Source: an optimization exercise on an open RTL-to-GDS flow (aim: small area and a short achievable clock period). Production flows keep margins and buffers that such runs may drop. In this exercise RTL edits were held to simulation tests only and were not proved equivalent to the original. Power and IR drop assume default switching activity.

== job 6193 ==
Design Nbit_ALU_Register, start of the top module:
module Nbit_ALU_Register (r2, r3, ALUop, r0, clk);
parameter n = 32;
input[n-1:0] r2, r3;
input[2:0] ALUop;
input clk;
output [n-1:0] r0;
wire[n-1:0] r1;
Nbit_ALU #(n) alu1 (.r1(r1), .r2(r2), .r3(r3), .ALUop(ALUop) );
Nbit_Register #(n) reg1 (.outo(r0), .ino(r1), .clk(clk) );
endmodule
export LEC_CHECK = 0
export CAP_MARGIN = 20
export CORE_MARGIN = 2
export CORE_UTILIZATION = 60
export CTS_BUF_LIST = sky130_fd_sc_hd__clkbuf_4
export GPL_TIMING_DRIVEN = 0
export SLEW_MARGIN = 20
export SYNTH_HIERARCHICAL = 1
export SYNTH_MINIMUM_KEEP_SIZE = 0
create_clock -name core_clock -period 15.5 [get_ports {clk}]
standard.sh (not shown) runs the stock make flow with config.mk's settings and CLKGATE_MAP_FILE= SYNTH_SCRIPT=/design/flow/synth_recipe.tcl, a recipe that flattens the netlist after the stock synthesis.
==> flow/flow/run.sh <==
#!/bin/bash
# Standard ORFS layout with three changes: the ports are buffered with buf_1 (instead of the
# delay buffer buffer_ports picks by default); timing repair aims for a setup slack of
# 10.3 ns, so that it sizes the critical paths for a shorter period than the clock's; and
# that repair only resizes cells and swaps pins (no new buffers).
set -euo pipefail
export BUFFER_PORTS_ARGS="-buffer_cell sky130_fd_sc_hd__buf_1"
export SETUP_SLACK_MARGIN=10.3
export SETUP_MOVE_SEQUENCE=unbuffer,sizeup,swap
bash standard.sh > standard.log 2>&1
Job 6193 reached the end of the flow, and the finished layout is clean on the timing, design-rule and antenna checks.
Here is what was changed in the inputs of job 575 compared with job 6193.
==> flow/flow/run.sh <==
#!/bin/bash
# Standard ORFS layout with two changes: the ports are buffered with buf_1 (instead of the
# delay buffer buffer_ports picks by default), and timing repair aims for a setup slack of
# 10.1 ns, so that it sizes the critical paths for a shorter period than the clock's.
set -euo pipefail
export BUFFER_PORTS_ARGS="-buffer_cell sky130_fd_sc_hd__buf_1"
export SETUP_SLACK_MARGIN=10.1
bash standard.sh > standard.log 2>&1
-- flow/config.mk --
<<< job 6193, line 11
export CTS_BUF_LIST = sky130_fd_sc_hd__clkbuf_4
>>> job 575, line 11
export CTS_BUF_LIST = sky130_fd_sc_hd__clkbuf_2 sky130_fd_sc_hd__clkbuf_4
==> run summary <==
On net switching power of the design, job 6193 loses to job 575. Of job 575 and job 6193, job 6193 shows the lower number of nets in the finished design, with job 575 above it. The standard cells in job 575 occupy less silicon area than those in job 6193 do. In the tables for job 575 and job 6193, share of the cycle needed by the critical path after routing reads higher with job 575. Sequential element share of the synthesized area: job 6193 vs job 575 identical. Relative to job 6193, the number of fill cells in the layout measured on job 575 has increased by a little under 10%. Compared with job 6193, in job 575 setup slack after layout went down 0.099 ns; fmax now smaller.
Changes in job 4147 relative to job 575:
-- flow/config.mk --
<<< job 575, line 11
export CTS_BUF_LIST = sky130_fd_sc_hd__clkbuf_2 sky130_fd_sc_hd__clkbuf_4
>>> job 4147, line 11
==> comparison <==
Comparing combinational power for job 4147 and job 575, the bigger number came from job 4147.
Changes observed in job 4147 relative to job 575: power rose 6.8%; wire length of the first global-routing pass fell about 1%; proportion of cell area occupied by multi-input gates fell 0.95 points.
Compared with job 575, job 4147 shows share of cells above drive strength 1 higher by 1.5 points.
Job 4147 has worst hold margin above what job 575 had.
On total wire length: between job 4147 and job 575, it ends up higher for job 4147.
Fmax: job 4147 < job 575


## lane 1
Nbit_ALU_Register again, from the RTL that the note above started with.
clock: 15.5 ns
lec_check: 0
cap_margin: 20
core_margin: 2
core_utilization: 60
cts_buf_list: sky130_fd_sc_hd__clkbuf_4 sky130_fd_sc_hd__clkbuf_8
gpl_timing_driven: 0
slew_margin: 20
synth_hierarchical: 1
synth_minimum_keep_size: 0
==> flow/flow/run.sh <==
#!/bin/bash
# Standard ORFS layout with two changes: the ports are buffered with buf_1 (instead of the
# delay buffer buffer_ports picks by default), and timing repair aims for a setup slack of
# 10.1 ns, so that it sizes the critical paths for a shorter period than the clock's.
set -euo pipefail
export BUFFER_PORTS_ARGS="-buffer_cell sky130_fd_sc_hd__buf_1"
export SETUP_SLACK_MARGIN=10.1
bash standard.sh > standard.log 2>&1
Lane 1 | status: complete | timing, DRC, antenna: pass
Input-level comparison between lane 2 and lane 1:
- a change of CTS_BUF_LIST from sky130_fd_sc_hd__clkbuf_4 sky130_fd_sc_hd__clkbuf_8 to sky130_fd_sc_hd__clkbuf_4
==> run summary <==
- Lower actual slew at the worst max-slew pin among lane 1 and lane 2: lane 1
- Lane 2 — clock power about 23% lower, lane 1 as reference
- Core utilization, lane 1 and lane 2: higher on lane 1
- Re via count: lane 1 and lane 2 aren't equal, and the lower value belongs to lane 2.
- Lane 1 has higher detailed-route wire length than lane 2.
- For lane 1, the highest-delay cell along the critical path was sky130_fd_sc_hd__xor2_1, unlike lane 2, where it was sky130_fd_sc_hd__mux2i_2.
- Compared with lane 1, lane 2 shows a higher fraction of power consumed by combinational cells.
- When lane 2 is set beside lane 1, its clock network fraction of design power turns out to be 3.7 points smaller.
### lane 2 -> lane 3
==> flow/run.sh (new file) <==
#!/bin/bash
# synth_recipe.tcl (not shown) runs the flow's synth.tcl, then flattens the netlist and writes it again
# the make line also repeats each setting of config.mk as NAME=value (left out here)
make -C /OpenROAD-flow-scripts/flow DESIGN_CONFIG=/design/flow/config.mk WORK_HOME=/design/flow/orfs CLKGATE_MAP_FILE= SYNTH_SCRIPT=/design/flow/synth_recipe.tcl finish
removed: flow/flow/run.sh
removed: flow/standard.sh
Findings:
- Of the two candidates, lane 2 has the better wire length and lane 3 the worse one.
- The lower critical path depth of lane 3 and lane 2 is in lane 2.
- First-iteration detailed-routing DRC count on lane 3 is up relative to lane 2.
- Lane 2 -> lane 3: post-synthesis mux area share delta 0, exact match
- Lane 3 ended with more number of global-route vias before repair than lane 2.
- Comparing lane 3 and lane 2, the lower minimum clock period was measured on lane 2.
- Re share of total power in combinational logic: lane 3 and lane 2 aren't equal, and the lower value belongs to lane 2.
Inputs modified between lane 3 and lane 4:
==> flow/flow/run.sh (new file) <==
#!/bin/bash
# Standard ORFS layout with two changes: the ports are buffered with buf_1 (instead of the
# delay buffer buffer_ports picks by default), and timing repair aims for a setup slack of
# 9.95 ns, so that it sizes the critical paths for a shorter period than the clock's.
set -euo pipefail
export BUFFER_PORTS_ARGS="-buffer_cell sky130_fd_sc_hd__buf_1"
export SETUP_SLACK_MARGIN=9.95
bash standard.sh > standard.log 2>&1
==> flow/standard.sh (new file) <==
#!/bin/bash
# synth_recipe.tcl (not shown) runs the flow's synth.tcl, then flattens the netlist and writes it again
# the make line also repeats each setting of config.mk as NAME=value (left out here)
make -C /OpenROAD-flow-scripts/flow DESIGN_CONFIG=/design/flow/config.mk WORK_HOME=/design/flow/orfs CLKGATE_MAP_FILE= SYNTH_SCRIPT=/design/flow/synth_recipe.tcl "${@:-finish}"
removed: flow/run.sh
Results
Compared to lane 3, lane 4 has portion of the layout cell area used by clock cells 0.19 points lower. From lane 3 to lane 4, post-synthesis instance area did not move at all. Lane 4: done, clean on timing, DRC and antenna. Between lane 3 and lane 4, longest individual stage delay on the worst path decreased. Between lane 3 and lane 4, minimum period implied by the final worst setup slack decreased.


Setup of run 1:
Nbit_ALU_Register, a different RTL version from the one above (not shown whole).
For scale: ~400 cells after synthesis, roughly 32 flip-flops, roughly 100 I/O pins.
## Nbit_ALU_Register
module Nbit_ALU_Register (r2, r3, ALUop, r0, clk);
parameter n = 32;
input[n-1:0] r2, r3;
input[2:0] ALUop;
input clk;
output [n-1:0] r0;
wire[n-1:0] r1;
Nbit_ALU #(n) alu1 (.r1(r1), .r2(r2), .r3(r3), .ALUop(ALUop) );
Nbit_Register #(n) reg1 (.outo(r0), .ino(r1), .clk(clk) );
endmodule
Settings: LEC_CHECK=0, CAP_MARGIN=20, CORE_MARGIN=2, CORE_UTILIZATION=40, GPL_TIMING_DRIVEN=0, SLEW_MARGIN=20, SYNTH_HIERARCHICAL=1, SYNTH_MINIMUM_KEEP_SIZE=0; clock period 15.5 ns.
==> flow/flow/run.sh <==
#!/bin/bash
# Standard ORFS layout with two changes: the ports are buffered with buf_1 (instead of the
# delay buffer buffer_ports picks by default), and timing repair aims for a setup slack of
# 10.5 ns, so that it sizes the critical paths for a shorter period than the clock's.
set -euo pipefail
export BUFFER_PORTS_ARGS="-buffer_cell sky130_fd_sc_hd__buf_1"
export SETUP_SLACK_MARGIN=10.5
bash standard.sh > standard.log 2>&1
For run 2, these inputs were changed with respect to run 1:
- swapping 40 for 60 in CORE_UTILIZATION
- putting CTS_BUF_LIST at sky130_fd_sc_hd__clkbuf_4 where nothing was set
==> flow/flow/run.sh <==
#!/bin/bash
# Standard ORFS layout with two changes: the ports are buffered with buf_1 (instead of the
# delay buffer buffer_ports picks by default), and timing repair aims for a setup slack of
# 9.9 ns, so that it sizes the critical paths for a shorter period than the clock's.
set -euo pipefail
export BUFFER_PORTS_ARGS="-buffer_cell sky130_fd_sc_hd__buf_1"
export SETUP_SLACK_MARGIN=9.9
bash standard.sh > standard.log 2>&1
==> run summary <==
The total wire length after detailed routing in run 2 sits about 13% below the value recorded for run 1.
Diff run 1 -> run 2: cell count after placement down 28; horizontal extent of the die down 15 µm; pre-CTS worst setup slack down 0.41 ns; overall fraction of global-route tracks in use up 7.2 points.
[run 2] power in the clock group fell about 26% relative to run 1
Taking run 1 as the reference, in run 2 multi-input gate area in the final layout has decreased, achievable clock frequency moved down.
[inputs] run 3 vs run 2
- changing CORE_UTILIZATION from 60 to 40
Results
Changes observed in run 3 relative to run 2: total chip power rose 5.6%; worst-case setup margin in the final layout higher; final cell count went up by 5.3%; power share of the clock group picked up an extra 3.2 points; design area went up about 2.6%. Compared with run 2, in run 3 critical path depth has increased; simple-gate portion of the synthesized area barely changed.
#### Input delta (run 4 over run 3)
- CTS_BUF_LIST no longer set, was sky130_fd_sc_hd__clkbuf_4
- GPL_TIMING_DRIVEN no longer set, was 0
==> flow/flow/run.sh <==
#!/bin/bash
# Standard ORFS layout; the only change is the cell used to buffer the ports
# (a plain buf_1 instead of the delay buffer buffer_ports picks by default).
set -euo pipefail
export BUFFER_PORTS_ARGS="-buffer_cell sky130_fd_sc_hd__buf_1"
bash standard.sh > standard.log 2>&1
--- outcome ---
- When the final numbers for run 3 and run 4 were put side by side, the area growth from synthesis to layout turned out to be smaller in run 4.
- Run 4 -> run 3: post-CTS setup buffer count delta 0, exact match
- In run 4, the overall via count from detail_route came out about 2.2% below the value in run 3.
- Of run 3 and run 4, run 4 shows the higher placed wire-length estimate, with run 3 below it.
- Run 4: PASS, flow complete, no timing, DRC or antenna violations
- [run 4] multi-input gate share of the layout cell area rose 1.7 points relative to run 3
- Between run 3 and run 4, part of the power in combinational logic decreased.
- Final hold slack improves in run 4 relative to run 3.
- Pin count of the biggest net entering global routing, run 3 and run 4, higher one = run 4.
- Wire length of the first global-routing pass in run 4 is about 1.3% higher than in run 3
--- input diff run 4..run 5 ---
- an added GPL_TIMING_DRIVEN of 0
- a change of CORE_UTILIZATION from 40 to 70
- an added CTS_BUF_LIST of sky130_fd_sc_hd__clkbuf_4
==> flow/flow/run.sh <==
#!/bin/bash
# Standard ORFS layout with two changes: the ports are buffered with buf_1 (instead of the
# delay buffer buffer_ports picks by default), and timing repair aims for a setup slack of
# 9.9 ns, so that it sizes the critical paths for a shorter period than the clock's.
set -euo pipefail
export BUFFER_PORTS_ARGS="-buffer_cell sky130_fd_sc_hd__buf_1"
export SETUP_SLACK_MARGIN=9.9
bash standard.sh > standard.log 2>&1
[summary]
For run 5, the timing startpoint of the critical path was ALUop[1], unlike run 4, where it was ALUop[2].
Compared with run 4, in run 5 detailed-router iteration count before antenna repair moved up, final cell count moved down, hold slack moved down, last weighted congestion value of the routability-driven placer moved up, routed wire length moved up.
> inputs changed (run 5 -> run 6)
- CTS_BUF_LIST removed (was sky130_fd_sc_hd__clkbuf_4)
- CORE_UTILIZATION changed from 70 to 40
==> flow/flow/run.sh <==
#!/bin/bash
# Standard ORFS layout with two changes: the ports are buffered with buf_1 (instead of the
# delay buffer buffer_ports picks by default), and timing repair aims for a setup slack of
# 10.2 ns, so that it sizes the critical paths for a shorter period than the clock's.
set -euo pipefail
export BUFFER_PORTS_ARGS="-buffer_cell sky130_fd_sc_hd__buf_1"
export SETUP_SLACK_MARGIN=10.2
bash standard.sh > standard.log 2>&1
==> comparison <==
Run 5 finished every stage and its layout cleared the timing, design-rule and antenna checks.
Per the final summary, run 6 finished and its layout is clean on timing, DRC and antenna.
[compare] base=run 5 new=run 6: met2 routed wirelength decreased by about 11% relative to the old numbers; buffers inserted during post-CTS setup optimization picked up an extra 10; number of logic stages on the critical path including buffering higher; final critical path time including I/O delays and setup moved down.

-- re-timing with driven ports --
No port has a modelled driver above. Below, the same layouts with a new extraction and two added sets of constraints.
Step 1 sets driving cells, clkbuf_16 on the clock port and buf_2 on the other inputs (assumed; they add their load-dependent delay and slew).
Step 2 times the ports against the registers' clock, not the clock port: input delays grow and output delays shrink by t, the midpoint of the rising clock arrivals with the driver on.
a / b / c = ideal ports / drivers / drivers and shift; a / b = the first two.
| run | t (ns) | setup slack, ns | cell pins on the clock port's net |
|---|---|---|---|
| job 6193 | 0.367 | 10.403 / 10.395 / 10.028 | 1 |
| job 575 | 0.365 | 10.305 / 10.294 / 9.929 | 1 |
| job 4147 | 0.316 | 10.277 / 10.274 / 9.958 | 1 |
| lane 1 | 0.316 | 10.277 / 10.274 / 9.958 | 1 |
| lane 2 | 0.365 | 10.305 / 10.294 / 9.929 | 1 |
| lane 3 | 0.363 | 9.331 / 9.328 / 8.965 | 1 |
| lane 4 | 0.363 | 10.173 / 10.160 / 9.797 | 1 |
| run 1 | 0.318 | 10.319 / 10.299 / 9.981 | 1 |
| run 2 | 0.357 | 10.075 / 10.078 / 9.720 | 1 |
| run 3 | 0.356 | 10.102 / 10.106 / 9.750 | 1 |
| run 4 | 0.315 | 9.078 / 9.083 / 8.768 | 1 |
| run 5 | 0.357 | 9.966 / 9.973 / 9.616 | 1 |
| run 6 | 0.313 | 10.274 / 10.270 / 9.957 | 1 |
After both steps every run listed still meets setup and hold.
